This design comes from an exercise in tuning for small area, a short achievable clock period and few clock cycles per item on the open sky130 flow, not from production work.
Function was checked by simulation only, so behaviour that the tests miss may differ from the original.
Power and IR drop assume default switching activity.

==> run G <==
// pe_con
module pe_con #(
    parameter SIZE = 16,
    parameter VECTOR_SIZE = 16,
    parameter L_RAM_SIZE = 4
) (
    input start,
    output done,
    input aclk,
    input aresetn,
    output [L_RAM_SIZE:0] rdaddr,
    input [SIZE-1:0] rddata,
    output [SIZE-1:0] wrdata
);
    reg [5:0] cnt;
    reg busy;
    reg done_r;
    reg ph_odd;      
    reg run;         
    reg fin;         
    always @(posedge aclk)
        if (!aresetn) begin
            cnt <= 6'd0;
            busy <= 1'b0;
            done_r <= 1'b0;
            ph_odd <= 1'b0;
            run <= 1'b0;
            fin <= 1'b0;
        end else begin
            done_r <= fin;
            busy <= start || (busy && !done_r);
            if (busy && !done_r)
                cnt <= cnt + 6'd1;
            else
                cnt <= {5'd0, start};
            ph_odd <= (start || busy) && !cnt[0];
            run <= busy && (cnt >= 6'd3) && (cnt < 6'd35);
            fin <= busy && (cnt == 6'd35);
        end
  ...
export LEC_CHECK = 0
export CAP_MARGIN = 20
export CORE_MARGIN = 2
export CORE_UTILIZATION = 40
export CTS_BUF_LIST = sky130_fd_sc_hd__clkbuf_4 sky130_fd_sc_hd__clkbuf_8
export SETUP_SLACK_MARGIN = 4.7
export SLEW_MARGIN = 20
export SYNTH_HIERARCHICAL = 1
export SYNTH_MINIMUM_KEEP_SIZE = 0
create_clock -name core_clock -period 7.0 [get_ports {aclk}]
standard.sh (not shown) runs the stock make flow with config.mk's settings and CLKGATE_MAP_FILE= SYNTH_SCRIPT=/design/flow/synth_recipe.tcl, a recipe that flattens the netlist after the stock synthesis.
==> flow/flow/run.sh <==
#!/bin/bash
# The standard layout (standard synthesis unchanged), except that the
# port buffers are plain sky130_fd_sc_hd__buf_1 cells rather than the delay
# cells buffer_ports picks by default. Each step's full log is kept under
# orfs/logs/; make's own output goes to make_*.log here.
set -euo pipefail
bash standard.sh synth > make_synth.log 2>&1
bash standard.sh finish "BUFFER_PORTS_ARGS=-buffer_cell sky130_fd_sc_hd__buf_1" > make_finish.log 2>&1
==> run D: changes against run G <==
--- a/flow/design.v
+++ b/flow/design.v
@@ -11,48 +11,51 @@
     output [L_RAM_SIZE:0] rdaddr,
     input [SIZE-1:0] rddata,
     output [SIZE-1:0] wrdata
 );
     reg [5:0] cnt;
     reg busy;
     reg done_r;
     reg ph_odd;      
-    reg run;         
+    reg ph_even;     
+    reg clr;         
     reg fin;         
     always @(posedge aclk)
         if (!aresetn) begin
             cnt <= 6'd0;
             busy <= 1'b0;
             done_r <= 1'b0;
             ph_odd <= 1'b0;
-            run <= 1'b0;
+            ph_even <= 1'b0;
+            clr <= 1'b1;
             fin <= 1'b0;
         end else begin
-            done_r <= fin;
+            done_r <= busy && (cnt == 6'd36);
             busy <= start || (busy && !done_r);
             if (busy && !done_r)
                 cnt <= cnt + 6'd1;
             else
                 cnt <= {5'd0, start};
             ph_odd <= (start || busy) && !cnt[0];
-            run <= busy && (cnt >= 6'd3) && (cnt < 6'd35);
+            ph_even <= busy && cnt[0];
+            clr <= !busy || (cnt < 6'd3);
             fin <= busy && (cnt == 6'd35);
         end
     assign rdaddr = {cnt[0], cnt[4:1]};
     assign done = done_r;
     reg [SIZE-1:0] w1, w2;
     reg [7:0] w3;
     always @(posedge aclk) begin
         w1 <= rddata;
         w2 <= w1;
-        w3 <= w2[7:0] & {8{ph_odd}};
+        w3 <= w2[7:0];
     end
     wire [SIZE-1:0] g1 = w1 & {SIZE{ph_odd}};
-    wire [7:0] g3 = w3;
+    wire [7:0] g3 = w3 & {8{ph_even}};
     wire pp1 = (w2[0] & g1[0]);
     wire pp2 = (w2[1] & g1[0]) | (g3[0] & w2[1]);
     wire pp3 = (w2[1] & g1[1]) | (g3[0] & w2[2]);
     wire pp4 = (w2[2] & g1[0]);
     wire pp5 = (w2[2] & g1[1]) | (g3[0] & w2[3]);
     wire pp6 = (w2[3] & g1[0]) | (g3[1] & w2[2]);
     wire pp7 = (w2[2] & g1[2]) | (g3[0] & w2[4]);
     wire pp8 = (w2[3] & g1[1]) | (g3[1] & w2[3]);
@@ -270,90 +273,28 @@
     wire s273, c274;
     pe_ha u_s273 (.a(c268), .b(s271), .s(s273), .co(c274));
     wire s275, c276;
     pe_fa u_s275 (.a(q0[15]), .b(q1[15]), .c(q2[15]), .s(s275), .co(c276));
     wire s277, c278;
     pe_fa u_s277 (.a(acc_s[15]), .b(acc_c[15]), .c(c270), .s(s277), .co(c278));
     wire s279, c280;
     pe_fa u_s279 (.a(s275), .b(s277), .c(c272), .s(s279), .co(c280));
-    wire [SIZE-1:0] nxt_s = {c274, s273, c262, s261, c252, s251, c242, c238, s237, s233, c228, c226, c224, c222, c220, s219};
-    wire [SIZE-1:0] nxt_c = {s279, 1'b0, s267, 1'b0, s255, 1'b0, s245, s241, 1'b0, 1'b0, s229, s227, s225, s223, s221, 1'b0};
-    wire cx1 = (acc_s[1] & acc_c[1]);
-    wire cx2 = (acc_s[1] ^ acc_c[1]);
-    wire cx3 = (acc_s[2] & acc_c[2]);
-    wire cx4 = (acc_s[2] ^ acc_c[2]);
-    wire cx5 = (acc_s[3] & acc_c[3]);
-    wire cx6 = (acc_s[3] ^ acc_c[3]);
-    wire cx7 = (acc_s[4] & acc_c[4]);
-    wire cx8 = (acc_s[4] ^ acc_c[4]);
-    wire cx9 = (acc_s[5] & acc_c[5]);
-    wire cx10 = (acc_s[5] ^ acc_c[5]);
-    wire cx11 = (acc_s[8] & acc_c[8]);
-    wire cx12 = (acc_s[8] ^ acc_c[8]);
-    wire cx13 = (acc_s[9] & acc_c[9]);
-    wire cx14 = (acc_s[9] ^ acc_c[9]);
-    wire cx15 = (acc_s[11] & acc_c[11]);
-    wire cx16 = (acc_s[11] ^ acc_c[11]);
-    wire cx17 = (acc_s[13] & acc_c[13]);
-    wire cx18 = (acc_s[13] ^ acc_c[13]);
-    wire cx19 = (acc_s[15] & acc_c[15]);
-    wire cx20 = (acc_s[15] ^ acc_c[15]);
-    wire cx21 = cx2 & acc_s[0];
-    wire cx22 = cx5 | (cx6 & cx3);
-    wire cx23 = cx6 & cx4;
-    wire cx24 = cx9 | (cx10 & cx7);
-    wire cx25 = cx10 & cx8;
-    wire cx26 = acc_s[7] & acc_s[6];
-    wire cx27 = cx13 | (cx14 & cx11);
-    wire cx28 = cx14 & cx12;
-    wire cx29 = cx16 & acc_s[10];
-    wire cx30 = cx18 & acc_s[12];
-    wire cx31 = cx20 & acc_s[14];
-    wire cx32 = cx22 | (cx23 & cx1);
-    wire cx33 = cx23 & cx21;
-    wire cx34 = cx26 & cx24;
-    wire cx35 = cx26 & cx25;
-    wire cx36 = cx15 | (cx29 & cx27);
-    wire cx37 = cx29 & cx28;
-    wire cx38 = cx19 | (cx31 & cx17);
-    wire cx39 = cx31 & cx30;
-    wire cx40 = cx34 | (cx35 & cx32);
-    wire cx41 = cx35 & cx33;
-    wire cx42 = cx38 | (cx39 & cx36);
-    wire cx43 = cx39 & cx37;
-    wire cx44 = cx42 | (cx43 & cx40);
-    wire cx45 = cx43 & cx41;
-    wire cx46 = cx36 | (cx37 & cx40);
-    wire cx47 = cx37 & cx41;
-    wire cx48 = cx24 | (cx25 & cx32);
-    wire cx49 = cx25 & cx33;
-    wire cx50 = cx27 | (cx28 & cx40);
-    wire cx51 = cx28 & cx41;
-    wire cx52 = cx17 | (cx30 & cx46);
-    wire cx53 = cx30 & cx47;
-    wire cx54 = cx3 | (cx4 & cx1);
-    wire cx55 = cx4 & cx21;
-    wire cx56 = cx7 | (cx8 & cx32);
-    wire cx57 = cx8 & cx33;
-    wire cx58 = acc_s[6] & cx48;
-    wire cx59 = acc_s[6] & cx49;
-    wire cx60 = cx11 | (cx12 & cx40);
-    wire cx61 = cx12 & cx41;
-    wire cx62 = acc_s[10] & cx50;
-    wire cx63 = acc_s[10] & cx51;
-    wire cx64 = acc_s[12] & cx46;
-    wire cx65 = acc_s[12] & cx47;
-    wire cx66 = acc_s[14] & cx52;
-    wire cx67 = acc_s[14] & cx53;
-    wire [SIZE-1:0] sum = {cx20 ^ cx66, acc_s[14] ^ cx52, cx18 ^ cx64, acc_s[12] ^ cx46, cx16 ^ cx62, acc_s[10] ^ cx50, cx14 ^ cx60, cx12 ^ cx40, acc_s[7] ^ cx58, acc_s[6] ^ cx48, cx10 ^ cx56, cx8 ^ cx32, cx6 ^ cx54, cx4 ^ cx1, cx2, acc_s[0]};
-    always @(posedge aclk) begin
-        acc_s <= ({SIZE{run}} & nxt_s) | ({SIZE{fin}} & sum);
-        acc_c <= {SIZE{run}} & nxt_c;
-    end
+    always @(posedge aclk)
+        if (clr)
+            acc_s <= {SIZE{1'b0}};
+        else if (fin)
+            acc_s <= acc_s + acc_c;    
+        else
+            acc_s <= {c274, s273, c262, s261, c252, s251, c242, c238, s237, s233, c228, c226, c224, c222, c220, s219};
+    always @(posedge aclk)
+        if (clr)
+            acc_c <= {SIZE{1'b0}};
+        else
+            acc_c <= {s279, 1'b0, s267, 1'b0, s255, 1'b0, s245, s241, 1'b0, 1'b0, s229, s227, s225, s223, s221, 1'b0};
     assign wrdata = acc_s;
 endmodule
 module pe_fa (
     input a,
     input b,
     input c,
     output s,
     output co
==> run R: changes against run G <==
CORE_UTILIZATION = 55   (was 40)
SETUP_SLACK_MARGIN = 4.6   (was 4.7)
==> notes <==
Run G completed with no timing, DRC or antenna violations. Run D completed without violations. Run R went through all stages and came out clean. Design area: run G is lower than run D (about 7%). In run R the sequential share of layout area is higher than in run D, by 3.8 points. Of run R and run G, run G has the higher maximum frequency (gap 0.50%, measured against run G). The lowest worst setup slack belongs to run R, the highest to run D. In clock-buffer cell count, run D and run R do not differ. Synthesized cell count is the same in run R and run G.
==> figures <==
Result of the run: run D no timing/DRC/antenna violations; run G no timing/DRC/antenna violations; run R no timing/DRC/antenna violations
Multi-input combinational cell area: run D 3220 sq um; run G 2900 sq um; run R 2880 sq um
CP max-delay cell: run D sky130_fd_sc_hd__fa_2; run G sky130_fd_sc_hd__fa_2; run R sky130_fd_sc_hd__fa_1
Largest driver fanout on the critical path: run D 11; run G 9; run R 14
Initial Utilization: run D 41.0%; run G 40.8%; run R 56.0%
Tightest hold margin: run D 332 ps; run G 333 ps; run R 317 ps
Layout non-clock buf frac: run D 7.26%; run G 6.47%; run R 3.11%
Sequential-to-total area share from yosys stat: run D 39.0%; run G 41.0%; run R 41.0%
Sequential fraction of total cell area: run D 34.6%; run G 36.7%; run R 38.4%
Distinct cell type count after synthesis: run D 48; run G 31; run R 31
Ratio of layout area to synthesized area: run D 1.164x; run G 1.154x; run R 1.081x
Seq group: run D 672 uW; run G 691 uW; run R 695 uW
Fraction of area in clock buffers and inverters: run D 3.16%; run G 3.53%; run R 3.32%
Transition at the pin with the smallest max-transition slack: run D 453 ps; run G 827 ps; run R 810 ps
Testbench counts of run G, summed over its fixed seeds: cycles 7,296, items 192.
Testbench counts of run D, summed over its fixed seeds: cycles 7,296, items 192.
Testbench counts of run R, summed over its fixed seeds: cycles 7,296, items 192.

static timing again, ports no longer ideal:
In the flow no input, the clock included, has a driving cell. The finished layouts below were timed again as built, in two steps.
Step 1 sets driving cells, clkbuf_16 on the clock port and buf_2 on the other inputs (assumed; they add their load-dependent delay and slew).
Step 2 also shifts input and output timing later by t, the mid clock arrival at the registers, as if the neighbouring blocks saw the same clock.
Slacks: no drivers / after step 1 / after step 2; pairs: no drivers / after step 1.
run | t (ns) | slack for setup (ns) | worst setup path at the end | worst register clock-pin slew, ns | worst slew at a driven data input, ns
run G | 0.403 | 4.637 / 4.637 / 4.637 | register to register | 0.10 / 0.10 | 0.03
run D | 0.409 | 4.645 / 4.645 / 4.645 | register to register | 0.11 / 0.11 | 0.03
run R | 0.386 | 4.625 / 4.625 / 4.625 | register to register | 0.12 / 0.12 | 0.03
After both steps every run listed still meets setup and hold.
